From an optimization exercise on the open Yosys and OpenROAD flow, aimed at small area; shortcuts taken in it are not production practice.
The RTL was checked by simulation tests, not by an equivalence proof against the original design.
No driver is modelled on the clock port, so clocking that relies on it looks cheaper here than on a real chip.
Power is estimated from default activity; no workload was simulated.

--- flow/design.v ---
module vga_sig(clock, reset, hsyncb, vsyncb, xaddr, xraw, yaddr);
   input        clock;
   input        reset;
   output       hsyncb;
   output       vsyncb;
   output [9:0] xaddr;
   output [9:0] xraw;
   output [9:0] yaddr;
   reg [9:0]    h;
   reg [9:0]    v;
   wire hend = h[9] & h[8] & h[5];               
   wire vend = v[9] & v[3] & v[2] & v[0];        
   always @(posedge clock) begin
      if (reset) begin
         h <= 10'd0;
         v <= 10'd1;
      end else begin
         h <= hend ? 10'd1 : h + 10'd1;
         if (hend)
            v <= vend ? 10'd1 : v + 10'd1;
      end
   end
   assign hsyncb = ~((h >= 10'd656) & (h < 10'd752));
   assign vsyncb = ~((v == 10'd490) | (v == 10'd491));
   wire hsat = h[9] & (h[8] | h[7]);             
   assign xaddr = hsat ? 10'd639 : h;
   assign xraw = h;
   assign yaddr = v;
endmodule
module SEG7_LUT (
  input      [2:0] num_ten,
  output reg [6:0] led_ten_hex1,
  input      [2:0] num_one,
  output reg [6:0] led_one_hex0
);
function [6:0] seg;
  input [2:0] n;
  case (n)
    3'd0: seg = 7'b1000000;
    3'd1: seg = 7'b1111001;
    3'd2: seg = 7'b0100100;
    3'd3: seg = 7'b0110000;
    3'd4: seg = 7'b0011001;
    3'd5: seg = 7'b0010010;
    3'd6: seg = 7'b0010100;
    default: seg = 7'b0010010;
  endcase
endfunction
always @(*) begin
  led_ten_hex1 = seg(num_ten);
  led_one_hex0 = seg(num_one);
end
endmodule
module FSM(
	input				clk,
	input				rst,
	input				key_start,
	input				user1_left,
	input				user1_right,
	input				user2_left,
	input				user2_right,
	output				disp_sel,
	output				music_en,
	output reg	[2:0]	score_user1,
	output reg	[2:0]	score_user2,
	output reg	[9:0]	ball_xaddr,
	output reg	[8:0]	ball_yaddr,
	output reg	[5:0]	user1_pos,
	output reg	[5:0]	user2_pos,
	output reg	[6:0]	block_x,
	output reg	[7:0]	block_y
);
	localparam [5:0] PAD_MID = 6'd27;	 
	function [7:0] lfsr;
		input [7:0] s;
		lfsr = {s[6:0], s[7] ^ s[5] ^ s[4] ^ s[3]};
	endfunction
	reg		[7:0]	ball_tmr;
	wire			clk_div = (ball_tmr == 8'd58);
	always @(posedge clk) begin
		if (rst)
			ball_tmr <= 8'd1;
		else if (clk_div)
			ball_tmr <= 8'd2;
		else
			ball_tmr <= lfsr(ball_tmr);
	end
	reg		[7:0]	blk_tmr;
	wire			blk_step = (blk_tmr == 8'd40);
	always @(posedge clk) begin
		if (rst | blk_step)
			blk_tmr <= 8'd1;
		else
			blk_tmr <= lfsr(blk_tmr);
	end
	reg		[1:0]	block_dir;
	always @(posedge clk) begin
		if (rst) begin
			block_dir <= 2'd0;
			block_x <= 7'd60;
			block_y <= 8'd0;
		end else if (blk_step) begin
			case (block_dir)
			2'd0: if (~&block_x[6:3]) block_x <= block_x + 7'd1; else block_dir <= 2'd1;	 
			2'd1: if (block_y > 8'd60)  block_y <= block_y - 8'd1; else block_dir <= 2'd2;
			2'd2: if (block_x != 7'd0)  block_x <= block_x - 7'd1; else block_dir <= 2'd3;
			2'd3: if (~(block_y[7] & block_y[5] & block_y[4] & block_y[2])) block_y <= block_y + 8'd1; else block_dir <= 2'd0;	 
			endcase
		end
	end
	reg				run;
	reg				over;
	reg				ball_reset;
	assign music_en = run;
	assign disp_sel = over;
	reg				right;
	reg				up;
	always @(posedge clk) begin
		if (rst | ball_reset) begin
			ball_xaddr <= 10'd320;
			ball_yaddr <= 9'd440;
		end else if (clk_div) begin
			ball_xaddr <= right ? ball_xaddr + 10'd1 : ball_xaddr - 10'd1;
			ball_yaddr <= up ? ball_yaddr - 9'd1 : ball_yaddr + 9'd1;
		end
	end
	wire	[10:0]	rx = {1'b0, ball_xaddr} - {4'b0, block_x};
	wire	[9:0]	ry = {1'b0, ball_yaddr} - {2'b0, block_y};
	wire			rx_pos = ~rx[10];
	wire			yin = ~ry[9] & (ry >= 10'd90) & (ry <= 10'd150);
	wire			x_left  = rx == 11'd0   | rx == 11'd200 | rx == 11'd400;
	wire			x_right = rx == 11'd120 | rx == 11'd320 | rx == 11'd520;
	wire			xin = rx_pos & ((rx <= 11'd120) |
	                                (rx >= 11'd200 & rx <= 11'd320) |
	                                (rx >= 11'd400 & rx <= 11'd520));
	wire	[5:0]	pad = up ? user1_pos : user2_pos;
	wire	[9:0]	pad10 = {1'b0, pad, 3'b0} + {3'b0, pad, 1'b0};
	wire	[10:0]	rp = {1'b0, ball_xaddr} + 11'd10 - {1'b0, pad10};
	wire			pad_hit = (pad != 6'd0) & ~rp[10] & (rp <= 11'd120) &
	                          (ball_yaddr == (up ? 9'd40 : 9'd440));
	wire			hflip = (yin & (right ? x_left : x_right)) |
	                        (ball_xaddr == (right ? 10'd620 : 10'd20));
	wire			vflip = (xin & (ry == (up ? 10'd150 : 10'd90))) | pad_hit |
	                        (ball_yaddr == (up ? 9'd20 : 9'd460));
	always @(posedge clk) begin
		if (rst) begin
			right <= 1'b1;
			up <= 1'b1;
		end else if (hflip)
			right <= ~right;
		else if (vflip)
			up <= ~up;
	end
	wire			top_out = ball_yaddr <= 9'd22;
	wire			bot_out = ball_yaddr >= 9'd458;
	function [5:0] pad_move;
		input [5:0] p;
		input       l;
		input       r;
		begin
			if (l)
				pad_move = (p != 6'd0) ? p - 6'd1 : 6'd0;
			else if (r)
				pad_move = (p[5] & p[4] & p[2] & p[1]) ? 6'd54 : p + 6'd1;	 
			else
				pad_move = p;
		end
	endfunction
	always @(posedge clk) begin
		if (rst) begin
			run <= 1'b0;
			over <= 1'b0;
			ball_reset <= 1'b0;
			score_user1 <= 3'd0;
			score_user2 <= 3'd0;
			user1_pos <= PAD_MID;
			user2_pos <= PAD_MID;
		end else if (run) begin
			if (~ball_reset) begin
				user1_pos <= pad_move(user1_pos, user1_left, user1_right);
				user2_pos <= pad_move(user2_pos, user2_left, user2_right);
			end
			if (key_start)
				ball_reset <= 1'b0;
			if (top_out | bot_out) begin
				if (~ball_reset) begin
					if (top_out)
						score_user1 <= score_user1 + 3'd1;
					else
						score_user2 <= score_user2 + 3'd1;
					if ((top_out ? score_user1[2] : score_user2[2])) begin	 
						run <= 1'b0;
						over <= 1'b1;
					end
				end
				ball_reset <= 1'b1;
				user1_pos <= PAD_MID;
				user2_pos <= PAD_MID;
			end
		end else if (over) begin
			if (key_start)
				over <= 1'b0;
		end else begin
			score_user1 <= 3'd0;
			score_user2 <= 3'd0;
			user1_pos <= PAD_MID;
			user2_pos <= PAD_MID;
			ball_reset <= ~key_start;
			run <= key_start;
		end
	end
endmodule
module vga_disp(
	input clk,
	input disp_sel,
	input [9:0] xaddr,
	input [9:0] xraw,
	input [9:0] yaddr,
	input [9:0] ball_xaddr,
	input [8:0] ball_yaddr,
	input [5:0] user1_pos,
	input [5:0] user2_pos,
	input [6:0] block_x,
	input [7:0] block_y,
	output [2:0] rgb
);
function glyph_bit;
	input [9:0] a;
	case (a)
	10'd50: glyph_bit = 1'b1;
	10'd51: glyph_bit = 1'b1;
	10'd52: glyph_bit = 1'b1;
	10'd53: glyph_bit = 1'b1;
	10'd57: glyph_bit = 1'b1;
	10'd58: glyph_bit = 1'b1;
	10'd61: glyph_bit = 1'b1;
	10'd62: glyph_bit = 1'b1;
	10'd64: glyph_bit = 1'b1;
	10'd65: glyph_bit = 1'b1;
	10'd70: glyph_bit = 1'b1;
	10'd72: glyph_bit = 1'b1;
	10'd73: glyph_bit = 1'b1;
	10'd80: glyph_bit = 1'b1;
	10'd81: glyph_bit = 1'b1;
	10'd88: glyph_bit = 1'b1;
	10'd89: glyph_bit = 1'b1;
	10'd91: glyph_bit = 1'b1;
	10'd92: glyph_bit = 1'b1;
	10'd93: glyph_bit = 1'b1;
	10'd94: glyph_bit = 1'b1;
	10'd96: glyph_bit = 1'b1;
	10'd97: glyph_bit = 1'b1;
	10'd101: glyph_bit = 1'b1;
	10'd102: glyph_bit = 1'b1;
	10'd104: glyph_bit = 1'b1;
	10'd105: glyph_bit = 1'b1;
	10'd109: glyph_bit = 1'b1;
	10'd110: glyph_bit = 1'b1;
	10'd113: glyph_bit = 1'b1;
	10'd114: glyph_bit = 1'b1;
	10'd117: glyph_bit = 1'b1;
	10'd118: glyph_bit = 1'b1;
	10'd122: glyph_bit = 1'b1;
	10'd123: glyph_bit = 1'b1;
	10'd124: glyph_bit = 1'b1;
	10'd126: glyph_bit = 1'b1;
	10'd179: glyph_bit = 1'b1;
	10'd186: glyph_bit = 1'b1;
	10'd187: glyph_bit = 1'b1;
	10'd188: glyph_bit = 1'b1;
	10'd193: glyph_bit = 1'b1;
	10'd194: glyph_bit = 1'b1;
	10'd196: glyph_bit = 1'b1;
	10'd197: glyph_bit = 1'b1;
	10'd200: glyph_bit = 1'b1;
	10'd201: glyph_bit = 1'b1;
	10'd205: glyph_bit = 1'b1;
	10'd206: glyph_bit = 1'b1;
	10'd208: glyph_bit = 1'b1;
	10'd209: glyph_bit = 1'b1;
	10'd213: glyph_bit = 1'b1;
	10'd214: glyph_bit = 1'b1;
	10'd216: glyph_bit = 1'b1;
	10'd217: glyph_bit = 1'b1;
	10'd218: glyph_bit = 1'b1;
	10'd219: glyph_bit = 1'b1;
	10'd220: glyph_bit = 1'b1;
	10'd221: glyph_bit = 1'b1;
	10'd222: glyph_bit = 1'b1;
	10'd224: glyph_bit = 1'b1;
	10'd225: glyph_bit = 1'b1;
	10'd229: glyph_bit = 1'b1;
	10'd230: glyph_bit = 1'b1;
	10'd232: glyph_bit = 1'b1;
	10'd233: glyph_bit = 1'b1;
	10'd237: glyph_bit = 1'b1;
	10'd238: glyph_bit = 1'b1;
	10'd240: glyph_bit = 1'b1;
	10'd241: glyph_bit = 1'b1;
	10'd245: glyph_bit = 1'b1;
	10'd246: glyph_bit = 1'b1;
	10'd248: glyph_bit = 1'b1;
	10'd249: glyph_bit = 1'b1;
	10'd253: glyph_bit = 1'b1;
	10'd254: glyph_bit = 1'b1;
	10'd304: glyph_bit = 1'b1;
	10'd305: glyph_bit = 1'b1;
	10'd310: glyph_bit = 1'b1;
	10'd311: glyph_bit = 1'b1;
	10'd312: glyph_bit = 1'b1;
	10'd313: glyph_bit = 1'b1;
	10'd314: glyph_bit = 1'b1;
	10'd317: glyph_bit = 1'b1;
	10'd318: glyph_bit = 1'b1;
	10'd319: glyph_bit = 1'b1;
	10'd320: glyph_bit = 1'b1;
	10'd321: glyph_bit = 1'b1;
	10'd322: glyph_bit = 1'b1;
	10'd323: glyph_bit = 1'b1;
	10'd324: glyph_bit = 1'b1;
	10'd325: glyph_bit = 1'b1;
	10'd326: glyph_bit = 1'b1;
	10'd327: glyph_bit = 1'b1;
	10'd328: glyph_bit = 1'b1;
	10'd329: glyph_bit = 1'b1;
	10'd330: glyph_bit = 1'b1;
	10'd331: glyph_bit = 1'b1;
	10'd332: glyph_bit = 1'b1;
	10'd333: glyph_bit = 1'b1;
	10'd334: glyph_bit = 1'b1;
	10'd335: glyph_bit = 1'b1;
	10'd336: glyph_bit = 1'b1;
	10'd337: glyph_bit = 1'b1;
	10'd339: glyph_bit = 1'b1;
	10'd340: glyph_bit = 1'b1;
	10'd342: glyph_bit = 1'b1;
	10'd343: glyph_bit = 1'b1;
	10'd344: glyph_bit = 1'b1;
	10'd345: glyph_bit = 1'b1;
	10'd350: glyph_bit = 1'b1;
	10'd351: glyph_bit = 1'b1;
	10'd352: glyph_bit = 1'b1;
	10'd353: glyph_bit = 1'b1;
	10'd358: glyph_bit = 1'b1;
	10'd359: glyph_bit = 1'b1;
	10'd360: glyph_bit = 1'b1;
	10'd361: glyph_bit = 1'b1;
	10'd366: glyph_bit = 1'b1;
	10'd367: glyph_bit = 1'b1;
	10'd368: glyph_bit = 1'b1;
	10'd369: glyph_bit = 1'b1;
	10'd374: glyph_bit = 1'b1;
	10'd375: glyph_bit = 1'b1;
	10'd376: glyph_bit = 1'b1;
	10'd377: glyph_bit = 1'b1;
	10'd382: glyph_bit = 1'b1;
	10'd383: glyph_bit = 1'b1;
	10'd432: glyph_bit = 1'b1;
	10'd433: glyph_bit = 1'b1;
	10'd434: glyph_bit = 1'b1;
	10'd435: glyph_bit = 1'b1;
	10'd436: glyph_bit = 1'b1;
	10'd437: glyph_bit = 1'b1;
	10'd438: glyph_bit = 1'b1;
	10'd441: glyph_bit = 1'b1;
	10'd442: glyph_bit = 1'b1;
	10'd445: glyph_bit = 1'b1;
	10'd446: glyph_bit = 1'b1;
	10'd449: glyph_bit = 1'b1;
	10'd450: glyph_bit = 1'b1;
	10'd454: glyph_bit = 1'b1;
	10'd457: glyph_bit = 1'b1;
	10'd458: glyph_bit = 1'b1;
	10'd460: glyph_bit = 1'b1;
	10'd465: glyph_bit = 1'b1;
	10'd466: glyph_bit = 1'b1;
	10'd467: glyph_bit = 1'b1;
	10'd468: glyph_bit = 1'b1;
	10'd473: glyph_bit = 1'b1;
	10'd474: glyph_bit = 1'b1;
	10'd476: glyph_bit = 1'b1;
	10'd481: glyph_bit = 1'b1;
	10'd482: glyph_bit = 1'b1;
	10'd489: glyph_bit = 1'b1;
	10'd490: glyph_bit = 1'b1;
	10'd494: glyph_bit = 1'b1;
	10'd497: glyph_bit = 1'b1;
	10'd498: glyph_bit = 1'b1;
	10'd501: glyph_bit = 1'b1;
	10'd502: glyph_bit = 1'b1;
	10'd504: glyph_bit = 1'b1;
	10'd505: glyph_bit = 1'b1;
	10'd506: glyph_bit = 1'b1;
	10'd507: glyph_bit = 1'b1;
	10'd508: glyph_bit = 1'b1;
	10'd509: glyph_bit = 1'b1;
	10'd510: glyph_bit = 1'b1;
	10'd689: glyph_bit = 1'b1;
	10'd690: glyph_bit = 1'b1;
	10'd691: glyph_bit = 1'b1;
	10'd692: glyph_bit = 1'b1;
	10'd693: glyph_bit = 1'b1;
	10'd696: glyph_bit = 1'b1;
	10'd697: glyph_bit = 1'b1;
	10'd701: glyph_bit = 1'b1;
	10'd702: glyph_bit = 1'b1;
	10'd704: glyph_bit = 1'b1;
	10'd705: glyph_bit = 1'b1;
	10'd709: glyph_bit = 1'b1;
	10'd710: glyph_bit = 1'b1;
	10'd712: glyph_bit = 1'b1;
	10'd713: glyph_bit = 1'b1;
	10'd717: glyph_bit = 1'b1;
	10'd718: glyph_bit = 1'b1;
	10'd720: glyph_bit = 1'b1;
	10'd721: glyph_bit = 1'b1;
	10'd725: glyph_bit = 1'b1;
	10'd726: glyph_bit = 1'b1;
	10'd728: glyph_bit = 1'b1;
	10'd729: glyph_bit = 1'b1;
	10'd733: glyph_bit = 1'b1;
	10'd734: glyph_bit = 1'b1;
	10'd736: glyph_bit = 1'b1;
	10'd737: glyph_bit = 1'b1;
	10'd741: glyph_bit = 1'b1;
	10'd742: glyph_bit = 1'b1;
	10'd744: glyph_bit = 1'b1;
	10'd745: glyph_bit = 1'b1;
	10'd749: glyph_bit = 1'b1;
	10'd750: glyph_bit = 1'b1;
	10'd752: glyph_bit = 1'b1;
	10'd753: glyph_bit = 1'b1;
	10'd757: glyph_bit = 1'b1;
	10'd758: glyph_bit = 1'b1;
	10'd761: glyph_bit = 1'b1;
	10'd762: glyph_bit = 1'b1;
	10'd763: glyph_bit = 1'b1;
	10'd764: glyph_bit = 1'b1;
	10'd765: glyph_bit = 1'b1;
	10'd816: glyph_bit = 1'b1;
	10'd817: glyph_bit = 1'b1;
	10'd822: glyph_bit = 1'b1;
	10'd823: glyph_bit = 1'b1;
	10'd824: glyph_bit = 1'b1;
	10'd825: glyph_bit = 1'b1;
	10'd830: glyph_bit = 1'b1;
	10'd831: glyph_bit = 1'b1;
	10'd832: glyph_bit = 1'b1;
	10'd833: glyph_bit = 1'b1;
	10'd838: glyph_bit = 1'b1;
	10'd839: glyph_bit = 1'b1;
	10'd840: glyph_bit = 1'b1;
	10'd841: glyph_bit = 1'b1;
	10'd846: glyph_bit = 1'b1;
	10'd847: glyph_bit = 1'b1;
	10'd848: glyph_bit = 1'b1;
	10'd849: glyph_bit = 1'b1;
	10'd854: glyph_bit = 1'b1;
	10'd855: glyph_bit = 1'b1;
	10'd856: glyph_bit = 1'b1;
	10'd857: glyph_bit = 1'b1;
	10'd862: glyph_bit = 1'b1;
	10'd863: glyph_bit = 1'b1;
	10'd864: glyph_bit = 1'b1;
	10'd865: glyph_bit = 1'b1;
	10'd870: glyph_bit = 1'b1;
	10'd871: glyph_bit = 1'b1;
	10'd873: glyph_bit = 1'b1;
	10'd874: glyph_bit = 1'b1;
	10'd877: glyph_bit = 1'b1;
	10'd878: glyph_bit = 1'b1;
	10'd882: glyph_bit = 1'b1;
	10'd883: glyph_bit = 1'b1;
	10'd884: glyph_bit = 1'b1;
	10'd885: glyph_bit = 1'b1;
	10'd891: glyph_bit = 1'b1;
	10'd892: glyph_bit = 1'b1;
	10'd944: glyph_bit = 1'b1;
	10'd945: glyph_bit = 1'b1;
	10'd946: glyph_bit = 1'b1;
	10'd947: glyph_bit = 1'b1;
	10'd948: glyph_bit = 1'b1;
	10'd949: glyph_bit = 1'b1;
	10'd953: glyph_bit = 1'b1;
	10'd954: glyph_bit = 1'b1;
	10'd957: glyph_bit = 1'b1;
	10'd958: glyph_bit = 1'b1;
	10'd961: glyph_bit = 1'b1;
	10'd962: glyph_bit = 1'b1;
	10'd965: glyph_bit = 1'b1;
	10'd966: glyph_bit = 1'b1;
	10'd969: glyph_bit = 1'b1;
	10'd970: glyph_bit = 1'b1;
	10'd973: glyph_bit = 1'b1;
	10'd974: glyph_bit = 1'b1;
	10'd977: glyph_bit = 1'b1;
	10'd978: glyph_bit = 1'b1;
	10'd979: glyph_bit = 1'b1;
	10'd980: glyph_bit = 1'b1;
	10'd981: glyph_bit = 1'b1;
	10'd985: glyph_bit = 1'b1;
	10'd986: glyph_bit = 1'b1;
	10'd988: glyph_bit = 1'b1;
	10'd989: glyph_bit = 1'b1;
	10'd993: glyph_bit = 1'b1;
	10'd994: glyph_bit = 1'b1;
	10'd997: glyph_bit = 1'b1;
	10'd998: glyph_bit = 1'b1;
	10'd1001: glyph_bit = 1'b1;
	10'd1002: glyph_bit = 1'b1;
	10'd1005: glyph_bit = 1'b1;
	10'd1006: glyph_bit = 1'b1;
	10'd1009: glyph_bit = 1'b1;
	10'd1010: glyph_bit = 1'b1;
	10'd1013: glyph_bit = 1'b1;
	10'd1014: glyph_bit = 1'b1;
	10'd1016: glyph_bit = 1'b1;
	10'd1017: glyph_bit = 1'b1;
	10'd1018: glyph_bit = 1'b1;
	10'd1021: glyph_bit = 1'b1;
	10'd1022: glyph_bit = 1'b1;
	default: glyph_bit = 1'b0;
	endcase
endfunction
function [2:0] glyph_id;
	input [3:0] k;
	case (k)
	4'd0: glyph_id = 3'd0;
	4'd1: glyph_id = 3'd1;
	4'd2: glyph_id = 3'd2;
	4'd3: glyph_id = 3'd3;
	4'd4: glyph_id = 3'd4;
	4'd5: glyph_id = 3'd5;
	4'd6: glyph_id = 3'd6;
	4'd7: glyph_id = 3'd3;
	4'd8: glyph_id = 3'd7;
	default: glyph_id = 3'd7;
	endcase
endfunction
function ball_bit;
	input [9:0] a;
	case (a)
	10'd764: ball_bit = 1'b1;
	10'd765: ball_bit = 1'b1;
	10'd766: ball_bit = 1'b1;
	10'd767: ball_bit = 1'b1;
	10'd736: ball_bit = 1'b1;
	10'd737: ball_bit = 1'b1;
	10'd738: ball_bit = 1'b1;
	10'd739: ball_bit = 1'b1;
	10'd740: ball_bit = 1'b1;
	10'd795: ball_bit = 1'b1;
	10'd796: ball_bit = 1'b1;
	10'd797: ball_bit = 1'b1;
	10'd798: ball_bit = 1'b1;
	10'd799: ball_bit = 1'b1;
	10'd768: ball_bit = 1'b1;
	10'd769: ball_bit = 1'b1;
	10'd770: ball_bit = 1'b1;
	10'd771: ball_bit = 1'b1;
	10'd772: ball_bit = 1'b1;
	10'd773: ball_bit = 1'b1;
	10'd825: ball_bit = 1'b1;
	10'd826: ball_bit = 1'b1;
	10'd827: ball_bit = 1'b1;
	10'd828: ball_bit = 1'b1;
	10'd829: ball_bit = 1'b1;
	10'd830: ball_bit = 1'b1;
	10'd831: ball_bit = 1'b1;
	10'd800: ball_bit = 1'b1;
	10'd801: ball_bit = 1'b1;
	10'd802: ball_bit = 1'b1;
	10'd803: ball_bit = 1'b1;
	10'd804: ball_bit = 1'b1;
	10'd805: ball_bit = 1'b1;
	10'd806: ball_bit = 1'b1;
	10'd807: ball_bit = 1'b1;
	10'd857: ball_bit = 1'b1;
	10'd858: ball_bit = 1'b1;
	10'd859: ball_bit = 1'b1;
	10'd860: ball_bit = 1'b1;
	10'd861: ball_bit = 1'b1;
	10'd862: ball_bit = 1'b1;
	10'd863: ball_bit = 1'b1;
	10'd832: ball_bit = 1'b1;
	10'd833: ball_bit = 1'b1;
	10'd834: ball_bit = 1'b1;
	10'd835: ball_bit = 1'b1;
	10'd836: ball_bit = 1'b1;
	10'd837: ball_bit = 1'b1;
	10'd838: ball_bit = 1'b1;
	10'd839: ball_bit = 1'b1;
	10'd888: ball_bit = 1'b1;
	10'd889: ball_bit = 1'b1;
	10'd890: ball_bit = 1'b1;
	10'd891: ball_bit = 1'b1;
	10'd892: ball_bit = 1'b1;
	10'd893: ball_bit = 1'b1;
	10'd894: ball_bit = 1'b1;
	10'd895: ball_bit = 1'b1;
	10'd864: ball_bit = 1'b1;
	10'd865: ball_bit = 1'b1;
	10'd866: ball_bit = 1'b1;
	10'd867: ball_bit = 1'b1;
	10'd868: ball_bit = 1'b1;
	10'd869: ball_bit = 1'b1;
	10'd870: ball_bit = 1'b1;
	10'd871: ball_bit = 1'b1;
	10'd872: ball_bit = 1'b1;
	10'd919: ball_bit = 1'b1;
	10'd920: ball_bit = 1'b1;
	10'd921: ball_bit = 1'b1;
	10'd922: ball_bit = 1'b1;
	10'd923: ball_bit = 1'b1;
	10'd924: ball_bit = 1'b1;
	10'd925: ball_bit = 1'b1;
	10'd926: ball_bit = 1'b1;
	10'd927: ball_bit = 1'b1;
	10'd896: ball_bit = 1'b1;
	10'd897: ball_bit = 1'b1;
	10'd898: ball_bit = 1'b1;
	10'd899: ball_bit = 1'b1;
	10'd900: ball_bit = 1'b1;
	10'd901: ball_bit = 1'b1;
	10'd902: ball_bit = 1'b1;
	10'd903: ball_bit = 1'b1;
	10'd904: ball_bit = 1'b1;
	10'd905: ball_bit = 1'b1;
	10'd951: ball_bit = 1'b1;
	10'd952: ball_bit = 1'b1;
	10'd953: ball_bit = 1'b1;
	10'd954: ball_bit = 1'b1;
	10'd955: ball_bit = 1'b1;
	10'd956: ball_bit = 1'b1;
	10'd957: ball_bit = 1'b1;
	10'd958: ball_bit = 1'b1;
	10'd959: ball_bit = 1'b1;
	10'd928: ball_bit = 1'b1;
	10'd929: ball_bit = 1'b1;
	10'd930: ball_bit = 1'b1;
	10'd931: ball_bit = 1'b1;
	10'd932: ball_bit = 1'b1;
	10'd933: ball_bit = 1'b1;
	10'd934: ball_bit = 1'b1;
	10'd935: ball_bit = 1'b1;
	10'd936: ball_bit = 1'b1;
	10'd937: ball_bit = 1'b1;
	10'd983: ball_bit = 1'b1;
	10'd984: ball_bit = 1'b1;
	10'd985: ball_bit = 1'b1;
	10'd986: ball_bit = 1'b1;
	10'd987: ball_bit = 1'b1;
	10'd988: ball_bit = 1'b1;
	10'd989: ball_bit = 1'b1;
	10'd990: ball_bit = 1'b1;
	10'd991: ball_bit = 1'b1;
	10'd960: ball_bit = 1'b1;
	10'd961: ball_bit = 1'b1;
	10'd962: ball_bit = 1'b1;
	10'd963: ball_bit = 1'b1;
	10'd964: ball_bit = 1'b1;
	10'd965: ball_bit = 1'b1;
	10'd966: ball_bit = 1'b1;
	10'd967: ball_bit = 1'b1;
	10'd968: ball_bit = 1'b1;
	10'd969: ball_bit = 1'b1;
	10'd1015: ball_bit = 1'b1;
	10'd1016: ball_bit = 1'b1;
	10'd1017: ball_bit = 1'b1;
	10'd1018: ball_bit = 1'b1;
	10'd1019: ball_bit = 1'b1;
	10'd1020: ball_bit = 1'b1;
	10'd1021: ball_bit = 1'b1;
	10'd1022: ball_bit = 1'b1;
	10'd1023: ball_bit = 1'b1;
	10'd992: ball_bit = 1'b1;
	10'd993: ball_bit = 1'b1;
	10'd994: ball_bit = 1'b1;
	10'd995: ball_bit = 1'b1;
	10'd996: ball_bit = 1'b1;
	10'd997: ball_bit = 1'b1;
	10'd998: ball_bit = 1'b1;
	10'd999: ball_bit = 1'b1;
	10'd1000: ball_bit = 1'b1;
	10'd1001: ball_bit = 1'b1;
	10'd23: ball_bit = 1'b1;
	10'd24: ball_bit = 1'b1;
	10'd25: ball_bit = 1'b1;
	10'd26: ball_bit = 1'b1;
	10'd27: ball_bit = 1'b1;
	10'd28: ball_bit = 1'b1;
	10'd29: ball_bit = 1'b1;
	10'd30: ball_bit = 1'b1;
	10'd31: ball_bit = 1'b1;
	10'd0: ball_bit = 1'b1;
	10'd1: ball_bit = 1'b1;
	10'd2: ball_bit = 1'b1;
	10'd3: ball_bit = 1'b1;
	10'd4: ball_bit = 1'b1;
	10'd5: ball_bit = 1'b1;
	10'd6: ball_bit = 1'b1;
	10'd7: ball_bit = 1'b1;
	10'd8: ball_bit = 1'b1;
	10'd9: ball_bit = 1'b1;
	10'd55: ball_bit = 1'b1;
	10'd56: ball_bit = 1'b1;
	10'd57: ball_bit = 1'b1;
	10'd58: ball_bit = 1'b1;
	10'd59: ball_bit = 1'b1;
	10'd60: ball_bit = 1'b1;
	10'd61: ball_bit = 1'b1;
	10'd62: ball_bit = 1'b1;
	10'd63: ball_bit = 1'b1;
	10'd32: ball_bit = 1'b1;
	10'd33: ball_bit = 1'b1;
	10'd34: ball_bit = 1'b1;
	10'd35: ball_bit = 1'b1;
	10'd36: ball_bit = 1'b1;
	10'd37: ball_bit = 1'b1;
	10'd38: ball_bit = 1'b1;
	10'd39: ball_bit = 1'b1;
	10'd40: ball_bit = 1'b1;
	10'd41: ball_bit = 1'b1;
	10'd87: ball_bit = 1'b1;
	10'd88: ball_bit = 1'b1;
	10'd89: ball_bit = 1'b1;
	10'd90: ball_bit = 1'b1;
	10'd91: ball_bit = 1'b1;
	10'd92: ball_bit = 1'b1;
	10'd93: ball_bit = 1'b1;
	10'd94: ball_bit = 1'b1;
	10'd95: ball_bit = 1'b1;
	10'd64: ball_bit = 1'b1;
	10'd65: ball_bit = 1'b1;
	10'd66: ball_bit = 1'b1;
	10'd67: ball_bit = 1'b1;
	10'd68: ball_bit = 1'b1;
	10'd69: ball_bit = 1'b1;
	10'd70: ball_bit = 1'b1;
	10'd71: ball_bit = 1'b1;
	10'd72: ball_bit = 1'b1;
	10'd73: ball_bit = 1'b1;
	10'd119: ball_bit = 1'b1;
	10'd120: ball_bit = 1'b1;
	10'd121: ball_bit = 1'b1;
	10'd122: ball_bit = 1'b1;
	10'd123: ball_bit = 1'b1;
	10'd124: ball_bit = 1'b1;
	10'd125: ball_bit = 1'b1;
	10'd126: ball_bit = 1'b1;
	10'd127: ball_bit = 1'b1;
	10'd96: ball_bit = 1'b1;
	10'd97: ball_bit = 1'b1;
	10'd98: ball_bit = 1'b1;
	10'd99: ball_bit = 1'b1;
	10'd100: ball_bit = 1'b1;
	10'd101: ball_bit = 1'b1;
	10'd102: ball_bit = 1'b1;
	10'd103: ball_bit = 1'b1;
	10'd104: ball_bit = 1'b1;
	10'd105: ball_bit = 1'b1;
	10'd151: ball_bit = 1'b1;
	10'd152: ball_bit = 1'b1;
	10'd153: ball_bit = 1'b1;
	10'd154: ball_bit = 1'b1;
	10'd155: ball_bit = 1'b1;
	10'd156: ball_bit = 1'b1;
	10'd157: ball_bit = 1'b1;
	10'd158: ball_bit = 1'b1;
	10'd159: ball_bit = 1'b1;
	10'd128: ball_bit = 1'b1;
	10'd129: ball_bit = 1'b1;
	10'd130: ball_bit = 1'b1;
	10'd131: ball_bit = 1'b1;
	10'd132: ball_bit = 1'b1;
	10'd133: ball_bit = 1'b1;
	10'd134: ball_bit = 1'b1;
	10'd135: ball_bit = 1'b1;
	10'd136: ball_bit = 1'b1;
	10'd137: ball_bit = 1'b1;
	10'd184: ball_bit = 1'b1;
	10'd185: ball_bit = 1'b1;
	10'd186: ball_bit = 1'b1;
	10'd187: ball_bit = 1'b1;
	10'd188: ball_bit = 1'b1;
	10'd189: ball_bit = 1'b1;
	10'd190: ball_bit = 1'b1;
	10'd191: ball_bit = 1'b1;
	10'd160: ball_bit = 1'b1;
	10'd161: ball_bit = 1'b1;
	10'd162: ball_bit = 1'b1;
	10'd163: ball_bit = 1'b1;
	10'd164: ball_bit = 1'b1;
	10'd165: ball_bit = 1'b1;
	10'd166: ball_bit = 1'b1;
	10'd167: ball_bit = 1'b1;
	10'd168: ball_bit = 1'b1;
	10'd217: ball_bit = 1'b1;
	10'd218: ball_bit = 1'b1;
	10'd219: ball_bit = 1'b1;
	10'd220: ball_bit = 1'b1;
	10'd221: ball_bit = 1'b1;
	10'd222: ball_bit = 1'b1;
	10'd223: ball_bit = 1'b1;
	10'd192: ball_bit = 1'b1;
	10'd193: ball_bit = 1'b1;
	10'd194: ball_bit = 1'b1;
	10'd195: ball_bit = 1'b1;
	10'd196: ball_bit = 1'b1;
	10'd197: ball_bit = 1'b1;
	10'd198: ball_bit = 1'b1;
	10'd199: ball_bit = 1'b1;
	10'd249: ball_bit = 1'b1;
	10'd250: ball_bit = 1'b1;
	10'd251: ball_bit = 1'b1;
	10'd252: ball_bit = 1'b1;
	10'd253: ball_bit = 1'b1;
	10'd254: ball_bit = 1'b1;
	10'd255: ball_bit = 1'b1;
	10'd224: ball_bit = 1'b1;
	10'd225: ball_bit = 1'b1;
	10'd226: ball_bit = 1'b1;
	10'd227: ball_bit = 1'b1;
	10'd228: ball_bit = 1'b1;
	10'd229: ball_bit = 1'b1;
	10'd230: ball_bit = 1'b1;
	10'd231: ball_bit = 1'b1;
	10'd283: ball_bit = 1'b1;
	10'd284: ball_bit = 1'b1;
	10'd285: ball_bit = 1'b1;
	10'd286: ball_bit = 1'b1;
	10'd287: ball_bit = 1'b1;
	10'd256: ball_bit = 1'b1;
	10'd257: ball_bit = 1'b1;
	10'd258: ball_bit = 1'b1;
	10'd259: ball_bit = 1'b1;
	10'd260: ball_bit = 1'b1;
	10'd261: ball_bit = 1'b1;
	10'd316: ball_bit = 1'b1;
	10'd317: ball_bit = 1'b1;
	10'd318: ball_bit = 1'b1;
	10'd319: ball_bit = 1'b1;
	10'd288: ball_bit = 1'b1;
	10'd289: ball_bit = 1'b1;
	10'd290: ball_bit = 1'b1;
	10'd291: ball_bit = 1'b1;
	10'd292: ball_bit = 1'b1;
	default: ball_bit = 1'b0;
	endcase
endfunction
	wire border = (xraw >= 10'd5 && xraw <= 10'd635 && yaddr >= 10'd5 && yaddr <= 10'd475) &&
	              (xraw < 10'd10 || xraw > 10'd630 || yaddr < 10'd10 || yaddr > 10'd470);
	wire [5:0]  pad = yaddr[8] ? user2_pos : user1_pos;
	wire [9:0]  pad10 = {1'b0, pad, 3'b0} + {3'b0, pad, 1'b0};
	wire [10:0] dp = {1'b0, xaddr} - {1'b0, pad10};
	wire pad_row = (yaddr >= 10'd10 && yaddr <= 10'd30) || (yaddr >= 10'd450 && yaddr <= 10'd470);
	wire paddle = pad_row && ~dp[10] && dp <= 11'd100;
	wire [10:0] bx = {1'b0, xraw} - {4'b0, block_x};
	wire [10:0] by = {1'b0, yaddr} - {3'b0, block_y};
	wire block = ~bx[10] && ~by[10] && by >= 11'd100 && by <= 11'd140 &&
	             ((bx >= 11'd10 && bx <= 11'd110) || (bx >= 11'd210 && bx <= 11'd310) ||
	              (bx >= 11'd410 && bx <= 11'd510));
	wire [10:0] dx = {1'b0, xaddr} - {1'b0, ball_xaddr};
	wire [10:0] dy = {1'b0, yaddr} - {2'b0, ball_yaddr};
	wire dx_near = (dx[10:4] == 7'h00) || (dx[10:4] == 7'h7f);
	wire dy_near = (dy[10:4] == 7'h00) || (dy[10:4] == 7'h7f);
	wire ball = dx_near && dy_near && ball_bit({dy[4:0], dx[4:0]});
	wire [7:0] go_col = xraw[9:2] - 8'd44;
	wire go = xraw >= 10'd176 && xraw < 10'd464 && yaddr >= 10'd208 && yaddr < 10'd272 &&
	          glyph_bit({glyph_id(go_col[6:3]), yaddr[5:2], go_col[2:0]});
	wire white = border || paddle;
	reg [2:1] rg;
	always @(posedge clk) begin
		if (disp_sel)
			rg <= {2{go}};
		else
			rg <= {white || block, white || (~block && ball)};
	end
	assign rgb = {rg, rg[2] & rg[1]};
endmodule
module ballgame_core(
	input			clk,			 
	input			rst,			 
	input			key_start,
	input			user1_left,
	input			user1_right,
	input			user2_left,
	input			user2_right,
	output			vga_hs,
	output			vga_vs,
	output	[2:0]	rgb,
	output	[6:0]	hex1,
	output	[6:0]	hex0,
	output			music_en
);
	wire	[9:0] 	hloc;
	wire	[9:0] 	hraw;
	wire	[9:0] 	vloc;
	wire			disp_sel;
	wire	[9:0] 	ball_xaddr;
	wire	[8:0] 	ball_yaddr;
	wire	[5:0] 	user1_pos;
	wire	[5:0] 	user2_pos;
	wire	[6:0] 	block_x;
	wire	[7:0] 	block_y;
	wire	[2:0] 	score_user1;
	wire	[2:0] 	score_user2;
vga_sig u0(
	.clock(clk),
	.reset(rst),
	.hsyncb(vga_hs),
	.vsyncb(vga_vs),
	.xaddr(hloc),
	.xraw(hraw),
	.yaddr(vloc));
SEG7_LUT u2(
	.num_ten(score_user1),
	.led_ten_hex1(hex1),
	.num_one(score_user2),
	.led_one_hex0(hex0));
FSM u3(
	.clk(clk),
	.rst(rst),
	.key_start(key_start),
	.user1_left(user1_left),
	.user1_right(user1_right),
	.user2_left(user2_left),
	.user2_right(user2_right),
	.disp_sel(disp_sel),
	.music_en(music_en),
	.score_user1(score_user1),
	.score_user2(score_user2),
	.ball_xaddr(ball_xaddr),
	.ball_yaddr(ball_yaddr),
	.user1_pos(user1_pos),
	.user2_pos(user2_pos),
	.block_x(block_x),
	.block_y(block_y)
);
vga_disp u4(
	.clk(clk),
	.xaddr(hloc),
	.xraw(hraw),
	.yaddr(vloc),
	.disp_sel(disp_sel),
	.ball_xaddr(ball_xaddr),
	.ball_yaddr(ball_yaddr),
	.user1_pos(user1_pos),
	.user2_pos(user2_pos),
	.block_x(block_x),
	.block_y(block_y),
	.rgb(rgb));
endmodule
--- flow/flow/run.sh ---
#!/bin/bash
# Own layout flow: the standard synthesis, then its combinational logic
# re-mapped for area by ABC (every register kept: same instance, name and
# cell type), then the standard layout from that netlist.
# Each tool writes its full output to a log file in the work folder.
set -euo pipefail
W=$(pwd)
RES=$W/orfs/results/$FLOW_PLATFORM/ballgame_core/base
LIB=$FLOW_HOME/platforms/$FLOW_PLATFORM/lib/sky130_fd_sc_hd__tt_025C_1v80.lib
YOSYS=${YOSYS_EXE:-$FLOW_HOME/../tools/install/yosys/bin/yosys}
[ -x "$YOSYS" ] || YOSYS=yosys
ABC_TIME=${ABC_TIME:-240}

# 1. standard synthesis (synth_recipe.tcl, unchanged)
bash standard.sh synth > "$W/log_1_standard_synth.txt" 2>&1
cp "$RES/1_2_yosys.v" "$W/std.v"

# 2. area re-mapping of the combinational logic: one ABC run per CPU, each
#    with its own random seed; the smallest netlist is kept
NRUN=${NUM_CORES:-4}
for s in $(seq 1 "$NRUN"); do
  D="$W/remap_$s"; mkdir -p "$D"; cp "$W/std.v" "$D/std.v"
  sed -e "s/@SEED@/$s/" -e "s/@TIME@/$ABC_TIME/" "$W/flow/abc_area.script" > "$D/abc.script"
  sed -e "s#@LIB@#$LIB#g" -e "s#@TOP@#$FLOW_TOP#g" -e "s#@ABCSCRIPT@#$D/abc.script#g" \
      "$W/flow/remap.ys.in" > "$D/remap.ys"
  (cd "$D" && "$YOSYS" -l "$D/log_2_remap.txt" -q remap.ys > /dev/null 2>&1 || true) &
done
wait
BEST=""; BESTA=""
for s in $(seq 1 "$NRUN"); do
  D="$W/remap_$s"
  [ -s "$D/remapped.v" ] || continue
  A=$(grep -o "Chip area for module .*: [0-9.]*" "$D/stat_after.txt" | grep -o "[0-9.]*$")
  echo "seed $s area $A" >> "$W/log_2_remap_pick.txt"
  if [ -z "$BEST" ] || awk -v a="$A" -v b="$BESTA" 'BEGIN{exit !(a < b)}'; then BEST=$D; BESTA=$A; fi
done
echo "kept $BEST ($BESTA)" >> "$W/log_2_remap_pick.txt"
test -n "$BEST"
cp "$BEST/remapped.v" "$W/remapped.v"
cp "$W/remapped.v" "$RES/1_2_yosys.v"

# 3. standard layout from the re-mapped netlist (make redoes 1_synth.odb on),
#    with a clock tree of smaller buffers and no dummy clock loads, and
#    single-drive port buffers; after the clock tree, a clock buffer whose
#    flip-flops see a slow clock edge gets a larger size (upsize_clk.tcl)
PORTS="BUFFER_PORTS_ARGS=-buffer_cell sky130_fd_sc_hd__buf_1"
CTS_BASE="-sink_clustering_enable -repair_clock_nets -dont_use_dummy_load"
CTS8="CTS_ARGS=$CTS_BASE -buf_list sky130_fd_sc_hd__clkbuf_8 -root_buf sky130_fd_sc_hd__clkbuf_8"
bash standard.sh cts "$CTS8" "$PORTS" > "$W/log_3a_standard_to_cts.txt" 2>&1
RES="$RES" PLAT="$FLOW_HOME/platforms/$FLOW_PLATFORM" LIMIT=0.100 \
  openroad -no_init -exit "$W/flow/upsize_clk.tcl" > "$W/log_3b_upsize_clk.txt" 2>&1 || true
bash standard.sh finish "$CTS8" "$PORTS" > "$W/log_3c_standard_to_finish.txt" 2>&1

RES="$RES" PLAT="$FLOW_HOME/platforms/$FLOW_PLATFORM" \
  openroad -no_init -exit "$W/flow/clkslew.tcl" > "$W/log_4_clkslew.txt" 2>&1 || true
SLEW=$(grep -o "MAXCLKSLEW [0-9.e-]*" "$W/log_4_clkslew.txt" | awk '{print $2}')
if [ -z "$SLEW" ] || awk -v s="$SLEW" 'BEGIN{ if (s < 1e-6) s = s * 1e9; exit !(s > 0.115) }'; then
  echo "clock slew $SLEW: redoing the clock tree with clkbuf_16" >> "$W/log_4_clkslew.txt"
  rm -f "$RES"/4_* "$RES"/5_* "$RES"/6_*
  bash standard.sh finish \
    "CTS_ARGS=$CTS_BASE -buf_list sky130_fd_sc_hd__clkbuf_16 -root_buf sky130_fd_sc_hd__clkbuf_16" \
    "$PORTS" > "$W/log_5_standard_layout_clkbuf16.txt" 2>&1
fi
test -s "$W/out/final.def"
--- flow/flow/abc_area.script ---
strash
&get -n
&deepsyn -T @TIME@ -S @SEED@
&put
dch -f
amap
topo
--- flow/flow/clkslew.tcl ---
# Prints the largest slew at any flip-flop clock pin of the final layout,
# with its extracted parasitics. Reads RES and PLAT from the environment.
set res $::env(RES)
set plat $::env(PLAT)
read_lef $plat/lef/sky130_fd_sc_hd.tlef
read_lef $plat/lef/sky130_fd_sc_hd_merged.lef
read_liberty $plat/lib/sky130_fd_sc_hd__tt_025C_1v80.lib
read_db $res/6_final.odb
read_sdc $res/6_final.sdc
read_spef $res/6_final.spef
set_propagated_clock [all_clocks]
set mx 0
foreach p [get_pins -hierarchical */CLK] {
  set s [get_property $p slew_max]
  if {$s > $mx} { set mx $s }
}
puts "MAXCLKSLEW $mx"
--- flow/flow/remap.ys.in ---
# Re-map the combinational logic of the standard synthesis for area.
# The registers (every sequential cell) are kept as they are: same instances,
# names and cell types. Inputs: std.v (standard synthesis), LIB.
read_liberty -ignore_miss_func @LIB@
read_verilog std.v
hierarchy -top @TOP@
blackbox sky130_fd_sc_hd__df* sky130_fd_sc_hd__dl* sky130_fd_sc_hd__sdf* sky130_fd_sc_hd__sedf* sky130_fd_sc_hd__edf* sky130_fd_sc_hd__sdl* sky130_fd_sc_hd__lpflow_inputisolatch_1
flatten
hierarchy -top @TOP@
opt_clean -purge
tee -o stat_before.txt stat -liberty @LIB@
abc -script @ABCSCRIPT@ -liberty @LIB@ -dont_use sky130_fd_sc_hd__lpflow_bleeder_1 -dont_use sky130_fd_sc_hd__lpflow_clkbufkapwr_1 -dont_use sky130_fd_sc_hd__lpflow_clkbufkapwr_16 -dont_use sky130_fd_sc_hd__lpflow_clkbufkapwr_2 -dont_use sky130_fd_sc_hd__lpflow_clkbufkapwr_4 -dont_use sky130_fd_sc_hd__lpflow_clkbufkapwr_8 -dont_use sky130_fd_sc_hd__lpflow_clkinvkapwr_1 -dont_use sky130_fd_sc_hd__lpflow_clkinvkapwr_16 -dont_use sky130_fd_sc_hd__lpflow_clkinvkapwr_2 -dont_use sky130_fd_sc_hd__lpflow_clkinvkapwr_4 -dont_use sky130_fd_sc_hd__lpflow_clkinvkapwr_8 -dont_use sky130_fd_sc_hd__lpflow_decapkapwr_12 -dont_use sky130_fd_sc_hd__lpflow_decapkapwr_3 -dont_use sky130_fd_sc_hd__lpflow_decapkapwr_4 -dont_use sky130_fd_sc_hd__lpflow_decapkapwr_6 -dont_use sky130_fd_sc_hd__lpflow_decapkapwr_8 -dont_use sky130_fd_sc_hd__lpflow_inputiso0n_1 -dont_use sky130_fd_sc_hd__lpflow_inputiso0p_1 -dont_use sky130_fd_sc_hd__lpflow_inputiso1n_1 -dont_use sky130_fd_sc_hd__lpflow_inputiso1p_1 -dont_use sky130_fd_sc_hd__lpflow_inputisolatch_1 -dont_use sky130_fd_sc_hd__lpflow_isobufsrc_1 -dont_use sky130_fd_sc_hd__lpflow_isobufsrc_16 -dont_use sky130_fd_sc_hd__lpflow_isobufsrc_2 -dont_use sky130_fd_sc_hd__lpflow_isobufsrc_4 -dont_use sky130_fd_sc_hd__lpflow_isobufsrc_8 -dont_use sky130_fd_sc_hd__lpflow_isobufsrckapwr_16 -dont_use sky130_fd_sc_hd__lpflow_lsbuf_lh_hl_isowell_tap_1 -dont_use sky130_fd_sc_hd__lpflow_lsbuf_lh_hl_isowell_tap_2 -dont_use sky130_fd_sc_hd__lpflow_lsbuf_lh_hl_isowell_tap_4 -dont_use sky130_fd_sc_hd__lpflow_lsbuf_lh_isowell_4 -dont_use sky130_fd_sc_hd__lpflow_lsbuf_lh_isowell_tap_1 -dont_use sky130_fd_sc_hd__lpflow_lsbuf_lh_isowell_tap_2 -dont_use sky130_fd_sc_hd__lpflow_lsbuf_lh_isowell_tap_4 -dont_use sky130_fd_sc_hd__probe_p_8 -dont_use sky130_fd_sc_hd__probec_p_8 
opt_clean -purge
read_liberty -lib -overwrite -ignore_miss_func @LIB@
setundef -zero
hilomap -singleton -hicell sky130_fd_sc_hd__conb_1 HI -locell sky130_fd_sc_hd__conb_1 LO
insbuf -buf sky130_fd_sc_hd__buf_4 A X
splitnets
opt_clean -purge
tee -o stat_after.txt stat -liberty @LIB@
check -assert
write_verilog -noattr -nohex -nodec remapped.v
--- flow/flow/upsize_clk.tcl ---
# After the clock tree: a clock buffer whose flip-flop clock pins see a slew
# above the limit LIMIT (ns, placement parasitics) gets the next larger clock
# buffer, and the placement is legalized again. Reads RES, PLAT and LIMIT
# from the environment; rewrites RES/4_cts.odb.
set res $::env(RES)
set plat $::env(PLAT)
set limit $::env(LIMIT)
read_lef $plat/lef/sky130_fd_sc_hd.tlef
read_lef $plat/lef/sky130_fd_sc_hd_merged.lef
read_liberty $plat/lib/sky130_fd_sc_hd__tt_025C_1v80.lib
read_db $res/4_cts.odb
read_sdc $res/4_cts.sdc
source $plat/setRC.tcl
set_propagated_clock [all_clocks]
estimate_parasitics -placement
set bigger [dict create sky130_fd_sc_hd__clkbuf_4 sky130_fd_sc_hd__clkbuf_8 sky130_fd_sc_hd__clkbuf_8 sky130_fd_sc_hd__clkbuf_16]
set changed 0
foreach inst [get_cells *] {
  set m [get_property $inst ref_name]
  if {![dict exists $bigger $m]} { continue }
  set worst 0
  foreach net [get_nets -of_objects [get_pins -of_objects $inst -filter "direction==output"]] {
    foreach p [get_pins -of_objects $net -filter "direction==input"] {
      if {[get_property $p name] ne "CLK"} { continue }
      set s [get_property $p slew_max]
      if {$s > $worst} { set worst $s }
    }
  }
  puts "clock buffer [get_property $inst full_name] $m worst sink slew $worst"
  if {$worst > $limit} {
    replace_cell $inst [dict get $bigger $m]
    puts "  -> [dict get $bigger $m]"
    incr changed
  }
}
puts "upsized $changed clock buffers"
if {$changed > 0} {
  detailed_placement
  check_placement
  write_db $res/4_cts.odb
}
--- flow/standard.sh ---
#!/bin/bash
# synth_recipe.tcl (not shown) runs the flow's synth.tcl, then flattens the netlist and writes it again
# the make line also repeats each setting of config.mk as NAME=value (left out here)
make -C /OpenROAD-flow-scripts/flow DESIGN_CONFIG=/design/flow/config.mk WORK_HOME=/design/flow/orfs CLKGATE_MAP_FILE= SYNTH_SCRIPT=/design/flow/synth_recipe.tcl "${@:-finish}"
--- flow/config.mk ---
export PLATFORM = sky130hd
export DESIGN_NAME = ballgame_core
export DESIGN_NICKNAME = ballgame_core
export VERILOG_FILES = /design/flow/design.v
export SDC_FILE = /design/flow/constraint.sdc
export NUM_CORES = 4
export LEC_CHECK = 0
export CAP_MARGIN = 20
export CORE_MARGIN = 2
export CORE_UTILIZATION = 40
export GPL_TIMING_DRIVEN = 0
export SLEW_MARGIN = 20
--- flow/constraint.sdc ---
create_clock -name core_clock -period 12.5 [get_ports {clk}]
set_input_delay 2.5000 -clock core_clock [delete_from_list [all_inputs] [get_ports {clk}]]
set_output_delay 2.5000 -clock core_clock [all_outputs]
set_load 0.01 [all_outputs]
==> results of run 1 <==
==> power groups by stage <==
stage	Sequential, mW	Clock, mW	Combinational [mW]
2_1_floorplan	0.322	0	0.0210
5_1_grt	0.316	0.202	0.0354
6_report	0.315	0.189	0.0316
3_5_place_dp	0.322	0	0.0312
4_1_cts	0.315	0.178	0.0314
3_3_place_gp	0.322	0	0.0311
==> placed cells by master (no fill, tap or decap), drive strengths merged, types with 10 or more instances in the layout <==
cell      n
clkinv  175
a221oi   18
dfxtp    97
nor2    279
a21oi    72
o221ai   23
nor3     48
a31oi    19
a22oi    19
o21ai   103
nor4     21
a211oi   31
o21a     16
buf      30
nand2    91
nand3    22
nor2b    10
o22ai    54
==> worst register-to-register path, delay by kind of cell, from the launching register on <==
| kind | cells | cell delay [ns] |
|---|---|---|
| compound gates | 9 | 2.59 |
| buf+inv | 3 | 0.92 |
| flops | 1 | 0.69 |
| simple gates | 8 | 0.96 |
==> layout make-up <==
type / instances / area [sq um] / share of cell area
plain buffers: 4 / 30.0 / 0.00376
flip-flops and latches: 97 / 1940 / 0.243
repair buffers: 26 / 98.8 / 0.0124
well taps: 229 / 287 / 0.0359
clock buffers: 9 / 146 / 0.0183
multi-input cells: 915 / 4830 / 0.604
inverters: 175 / 657 / 0.0822
==> through the flow <==
| stage | cell area (sq um) | instances | hold slack, ns | worst slack [ns] |
|---|---|---|---|---|
| 2_1_floorplan | 7460 | 1191 | 0.397 | 8.48 |
| 3_3_place_gp | 7840 | 1446 | 0.404 | 6.22 |
| 3_5_place_dp | 7840 | 1446 | 0.407 | 7.33 |
| 4_1_cts | 7970 | 1455 | 0.420 | 7.17 |
| 5_1_grt | 7990 | 1455 | 0.427 | 6.52 |
| 6_report | 7990 | 1455 | 0.417 | 7.04 |
==> routing by layer <==
| layer | vias to the layer above | routed length [um] |
|---|---|---|
| li1 | 4434 | - |
| met1 | 3976 | 11600 |
| met2 | 313 | 10900 |
| met3 | 48 | 1580 |
| met4 | 0 | 603 |
| met5 | - | 0 |
==> state kept, by name (all words and copies together) (netlist names), 7 cells and up <==
name           count
u0.h              10
u0.v              10
u3.ball_tmr        8
u3.ball_xaddr     10
u3.ball_yaddr      9
u3.blk_tmr         8
u3.block_x         7
u3.block_y         8
==> final timing paths <==
kind	from	to	slack [ns]	cells past startpoint
worst max-delay path	u0.h[7]	vga_hs	7.04	4
worst min-delay path	u3.blk_tmr[6]	u3.blk_tmr[7]	0.42	2
worst max register to register	u3.up	u3.up	7.21	20
worst min register to register	u3.blk_tmr[6]	u3.blk_tmr[7]	0.42	2
==> results.cfg, run 1 <==
[run_status]
status = finished clean

[sta]
maxSlewHeadroom = 0.227
drv_slew = 0
fin_skew_ns = 0.0196
post-route-period-util = 0.437
worst_pin_slew_ns = 1.15
fin_crit_ns = 5.46
fin_tns_setup_ns = 0
setup_violations = 0
hold_viol_final = 0
max_freq_mhz = 183
rsz0062_at_grt = false

[setup_path]
cp.arrival_ns = 2.96
critPathBufInv = 2
slowest_delay_ns = 0.98
cp_slowest_cell = o21ai_0
critPathMaxFanout = 14
cp_cell_sequence = o21ai_0, clkinv_1, nand3_1, buf_1
timing_worst_setup_path_type = register to primary output
crit_required_ns = 10.00
timing.critical_path.to_type = primary output
cp_top_family = compound AO/OA/AOI/OAI gates
start_kind = register

[route]
ant_nets = 0
avgRoutedWirePerCell_um = 17.0
post-route-drc-count = 0
drtIter0Drc = 870
wl_mm = 24.7
vias_per_cell = 6.03
drt_first_pass_iters = 7
via_count = 8771

[global_route]
grt_max_degree = 33
grt_pass1_wl_mm = 39.7
use_met1 = 0.342
grt-busiest-layer = met2
grt_util_all_layers = 0.248
antenna_found_initial = 0
global_route.usage.met3 = 0.0424
use_met2 = 0.390
grt_pass1_vias = 7851
grt-ovfl-total = 0

[hold_path]
hp-class = register to register

[die]
dieArea_sq_um = 19700
core_sq_um = 18100
initial_core_util = 0.411
io_pins = 27
fp.dieW_um = 141
rows = 49
die_h_um = 141

[power]
combPwrFrac = 0.059
p_total_uw = 536
switchingPower_uw = 136
p_int_uw = 400
p_clk_frac = 0.353
swShare = 0.254
p_leak_nw = 2.49
powerDensity_nw_per_um2 = 67.1
peakVddDrop_uv = 48.1
pwr-share-seq = 0.588

[layout]
n_antenna_cell = 0
nFillCells = 1960
syn_to_final_growth_pct = 7.13
final_core_util = 0.440
nets = 1235
layout-drive-gt1-share = 0.0114

[clock_network]
postCtsHoldBufs = 0
cts_buffers = 9
cts.repair.resized = 0
cts_sinks = 97
clock_latency_ns = 0.41
htree_levels = 3
cts_buffer_depth = 2
cts_setup_buffers = 0
cts_tree = built
cts_root_buffer = clkbuf_8
clk_pin_slew_ns = 0.09

[synthesis]
ys_warn_count = 4
synth_nets = 1198
netlist_instances = 1191
syn_area_sq_um = 7460
syn_area_per_cell_sq_um = 6.26

[place]
hpwlAfterDp_mm = 18.8
place_congestion = 0.951
port_buffers = 26

[job]
maxCapViolations = 0
==> inputs of run 2 (changes only) <==
--- a/flow/design.v
+++ b/flow/design.v
@@ -86,12 +86,12 @@
 			ball_tmr <= lfsr(ball_tmr);
 	end
 	reg		[7:0]	blk_tmr;
-	wire			blk_step = (blk_tmr == 8'd40);
+	wire			blk_step = (blk_tmr == 8'd128);
 	always @(posedge clk) begin
-		if (rst | blk_step)
+		if (rst)
 			blk_tmr <= 8'd1;
 		else
-			blk_tmr <= lfsr(blk_tmr);
+			blk_tmr <= {blk_tmr[6:0], blk_tmr[2] ^ blk_tmr[4] ^ blk_tmr[7] ^ (blk_tmr[0] & blk_tmr[4])};
 	end
 	reg		[1:0]	block_dir;
 	always @(posedge clk) begin
--- a/flow/flow/run.sh
+++ b/flow/flow/run.sh
@@ -15,9 +15,9 @@
 bash standard.sh synth > "$W/log_1_standard_synth.txt" 2>&1
 cp "$RES/1_2_yosys.v" "$W/std.v"
 
-# 2. area re-mapping of the combinational logic: one ABC run per CPU, each
+# 2. area re-mapping of the combinational logic: eight ABC runs, each
 #    with its own random seed; the smallest netlist is kept
-NRUN=${NUM_CORES:-4}
+NRUN=${ABC_RUNS:-8}
 for s in $(seq 1 "$NRUN"); do
   D="$W/remap_$s"; mkdir -p "$D"; cp "$W/std.v" "$D/std.v"
   sed -e "s/@SEED@/$s/" -e "s/@TIME@/$ABC_TIME/" "$W/flow/abc_area.script" > "$D/abc.script"
@@ -47,14 +47,14 @@
 CTS_BASE="-sink_clustering_enable -repair_clock_nets -dont_use_dummy_load"
 CTS8="CTS_ARGS=$CTS_BASE -buf_list sky130_fd_sc_hd__clkbuf_8 -root_buf sky130_fd_sc_hd__clkbuf_8"
 bash standard.sh cts "$CTS8" "$PORTS" > "$W/log_3a_standard_to_cts.txt" 2>&1
-RES="$RES" PLAT="$FLOW_HOME/platforms/$FLOW_PLATFORM" LIMIT=0.100 \
+RES="$RES" PLAT="$FLOW_HOME/platforms/$FLOW_PLATFORM" LIMIT=0.110 \
   openroad -no_init -exit "$W/flow/upsize_clk.tcl" > "$W/log_3b_upsize_clk.txt" 2>&1 || true
 bash standard.sh finish "$CTS8" "$PORTS" > "$W/log_3c_standard_to_finish.txt" 2>&1
 
 RES="$RES" PLAT="$FLOW_HOME/platforms/$FLOW_PLATFORM" \
   openroad -no_init -exit "$W/flow/clkslew.tcl" > "$W/log_4_clkslew.txt" 2>&1 || true
 SLEW=$(grep -o "MAXCLKSLEW [0-9.e-]*" "$W/log_4_clkslew.txt" | awk '{print $2}')
-if [ -z "$SLEW" ] || awk -v s="$SLEW" 'BEGIN{ if (s < 1e-6) s = s * 1e9; exit !(s > 0.115) }'; then
+if [ -z "$SLEW" ] || awk -v s="$SLEW" 'BEGIN{ if (s < 1e-6) s = s * 1e9; exit !(s > 0.120) }'; then
   echo "clock slew $SLEW: redoing the clock tree with clkbuf_16" >> "$W/log_4_clkslew.txt"
   rm -f "$RES"/4_* "$RES"/5_* "$RES"/6_*
   bash standard.sh finish \
==> run 2 against run 1 <==
Net effect:
- sequential cell count is the same
- largest cell class unchanged
- final area shrank 2.6%
- critical path depth grew 8
- sequential share of layout area grew 0.65 points
- non-clock buffer count is the same
- register-to-register slack gained 0.47 ns
- routed wire length shrank 4.5%
- clock skew grew 0.0023 ns
- global-route usage shrank 0.15 points
- worst hold slack gained 0.0094 ns
- die area shrank 2.5%
- via count shrank 3.4%
==> results.cfg, run 2 <==
[power]
p_clk_frac = 0.339
swShare = 0.261
p_leak_nw = 2.52
combPwrFrac = 0.070
peakVddDrop_uv = 65.1
p_int_uw = 395
powerDensity_nw_per_um2 = 68.8
pwr-share-seq = 0.590
switchingPower_uw = 140

[place]
place_congestion = 0.958
port_buffers = 26
hpwlAfterDp_mm = 17.8

[route]
ant_nets = 0
via_count = 8472
wl_mm = 23.6
avgRoutedWirePerCell_um = 16.7
drtIter0Drc = 830
vias_per_cell = 6.00
post-route-drc-count = 0
drt_first_pass_iters = 6

[setup_path]
cp.arrival_ns = 6.55
start_kind = input pin
crit_required_ns = 12.81
timing.critical_path.to_type = register
timing_worst_setup_path_type = input pin to register
critPathMaxFanout = 36

[layout]
top_regs = u0.h (10), u0.v (10), u3.ball_xaddr (10)
final_core_util = 0.435
multi_input_area_sq_um = 4670
nFillCells = 1892
layout.area.seq_sq_um = 1940
n_antenna_cell = 0
nets = 1191
final_cell_mix = nor2_1 (268), clkinv_1 (164), o21ai_0 (112)
layout-drive-gt1-share = 0.0118
syn_to_final_growth_pct = 7.17
final_common_cell = nor2_1

[clock_network]
cts_root_buffer = clkbuf_8
htree_levels = 3
cts_setup_buffers = 0
cts_sinks = 97
cts_buffer_depth = 2
cts_buffers = 9
cts_tree = built
cts.repair.resized = 0
clk_pin_slew_ns = 0.10
clock_latency_ns = 0.40
postCtsHoldBufs = 0

[global_route]
antenna_found_initial = 0
grt_pass1_vias = 7437
grt-ovfl-total = 0
grt_util_all_layers = 0.246
grt_max_degree = 37
grt_pass1_wl_mm = 38.8

[synthesis]
syn_area_per_cell_sq_um = 6.33
synth_nets = 1154
syn_area_sq_um = 7260
netlist_instances = 1147
ys_warn_count = 4

[sta]
hold_viol_final = 0
post-route-period-util = 0.499
drv_slew = 0
worst_pin_slew_ns = 0.972
max_freq_mhz = 160
fin_skew_ns = 0.0219
setup_violations = 0
fin_crit_ns = 6.24
rsz0062_at_grt = false
maxSlewHeadroom = 0.347
fin_tns_setup_ns = 0

[run_status]
status = finished clean

[hold_path]
hp-class = register to register

[die]
rows = 49
die_h_um = 139
dieArea_sq_um = 19200
core_sq_um = 17900
initial_core_util = 0.406
io_pins = 27
fp.dieW_um = 139

[job]
maxCapViolations = 0
==> run 2: worst paths after layout <==
path	endpoint	cells after the start	start	slack [ns]
setup / recovery	u3.user1_pos[5]	12	rst	6.26
hold / removal	u3.ball_tmr[2]	2	u3.ball_tmr[1]	0.43
setup reg to reg	u3.up	16	u3.ball_xaddr[5]	7.68
hold reg to reg	u3.ball_tmr[2]	2	u3.ball_tmr[1]	0.43
==> run 2: layout make-up <==
type / instances / area share
Sequential cell: 97 / 0.250
Clock buffer: 9 / 0.0174
Multi-Input combinational cell: 882 / 0.601
Buffer: 4 / 0.00386
Tap cell: 229 / 0.0368
Timing Repair Buffer: 26 / 0.0127
Inverter: 164 / 0.0791
==> run 2: power groups by stage <==
stage / Combinational (mW) / Clock (mW) / Sequential (mW)
2_1_floorplan: 0.0259 / 0 / 0.322
3_3_place_gp: 0.0368 / 0 / 0.323
3_5_place_dp: 0.0369 / 0 / 0.323
4_1_cts: 0.0372 / 0.178 / 0.316
5_1_grt: 0.0421 / 0.197 / 0.316
6_report: 0.0376 / 0.182 / 0.316
==> run 2: through the flow <==
stage	instances	power (mW)	worst slack (ns)	hold slack, ns	area [sq um]
global route	1411	0.555	5.92	0.445	7780
finish	1411	0.535	6.26	0.426	7780
CTS	1411	0.531	6.32	0.399	7770
global placement	1402	0.360	5.39	0.402	7640
detailed placement	1402	0.360	5.95	0.409	7650
floorplan	1147	0.348	7.41	0.397	7260
==> run 2: metal layers <==
metal  part of all wire  track usage  routed length, um  up-vias
li1                   -            -                  -     4256
met1               0.47        0.353              11000     3822
met2               0.44        0.385              10200      342
met3              0.068       0.0242               1610       52
met4              0.028       0.0898                661        0
met5                  0            0                  0        -
==> run 2: critical path: stages <==
cell      delay, ns
buf_2          0.33
nor2_1         0.74
clkinv_1       0.65
a211oi_1       0.48
nand2_1        0.13
a221oi_1       0.32
clkinv_1       0.14
a221oi_1       0.37
o21ai_0        0.24
nor2_1         0.24
clkinv_1       0.11
a32o_1         0.26

[static timing again, ports no longer ideal]
Ports are ideal in the flow. The routed layouts listed here were re-timed in OpenROAD.
Step 1 assumes that a clkbuf_16 drives the clock port and a buf_2 every other input.
Step 2 times the ports against the registers' clock, not the clock port: input delays grow and output delays shrink by t, the midpoint of the rising clock arrivals with the driver on.
Slacks: no drivers / after step 1 / after step 2; pairs: no drivers / after step 1.
| run | shift t [ns] | setup WS [ns] | hold WS [ns] | worst register clock-pin slew, ns |
|---|---|---|---|---|
| run 1 | 0.439 | 7.042 / 7.000 / 7.214 | 0.417 / 0.417 / 0.417 | 0.09 / 0.09 |
| run 2 | 0.428 | 6.257 / 6.279 / 5.851 | 0.426 / 0.426 / 0.426 | 0.10 / 0.10 |
After both steps every run listed still meets setup and hold. For run 2, which loses most, drivers alone change the setup slack by +0.022 ns; drivers and shift together by -0.406 ns.
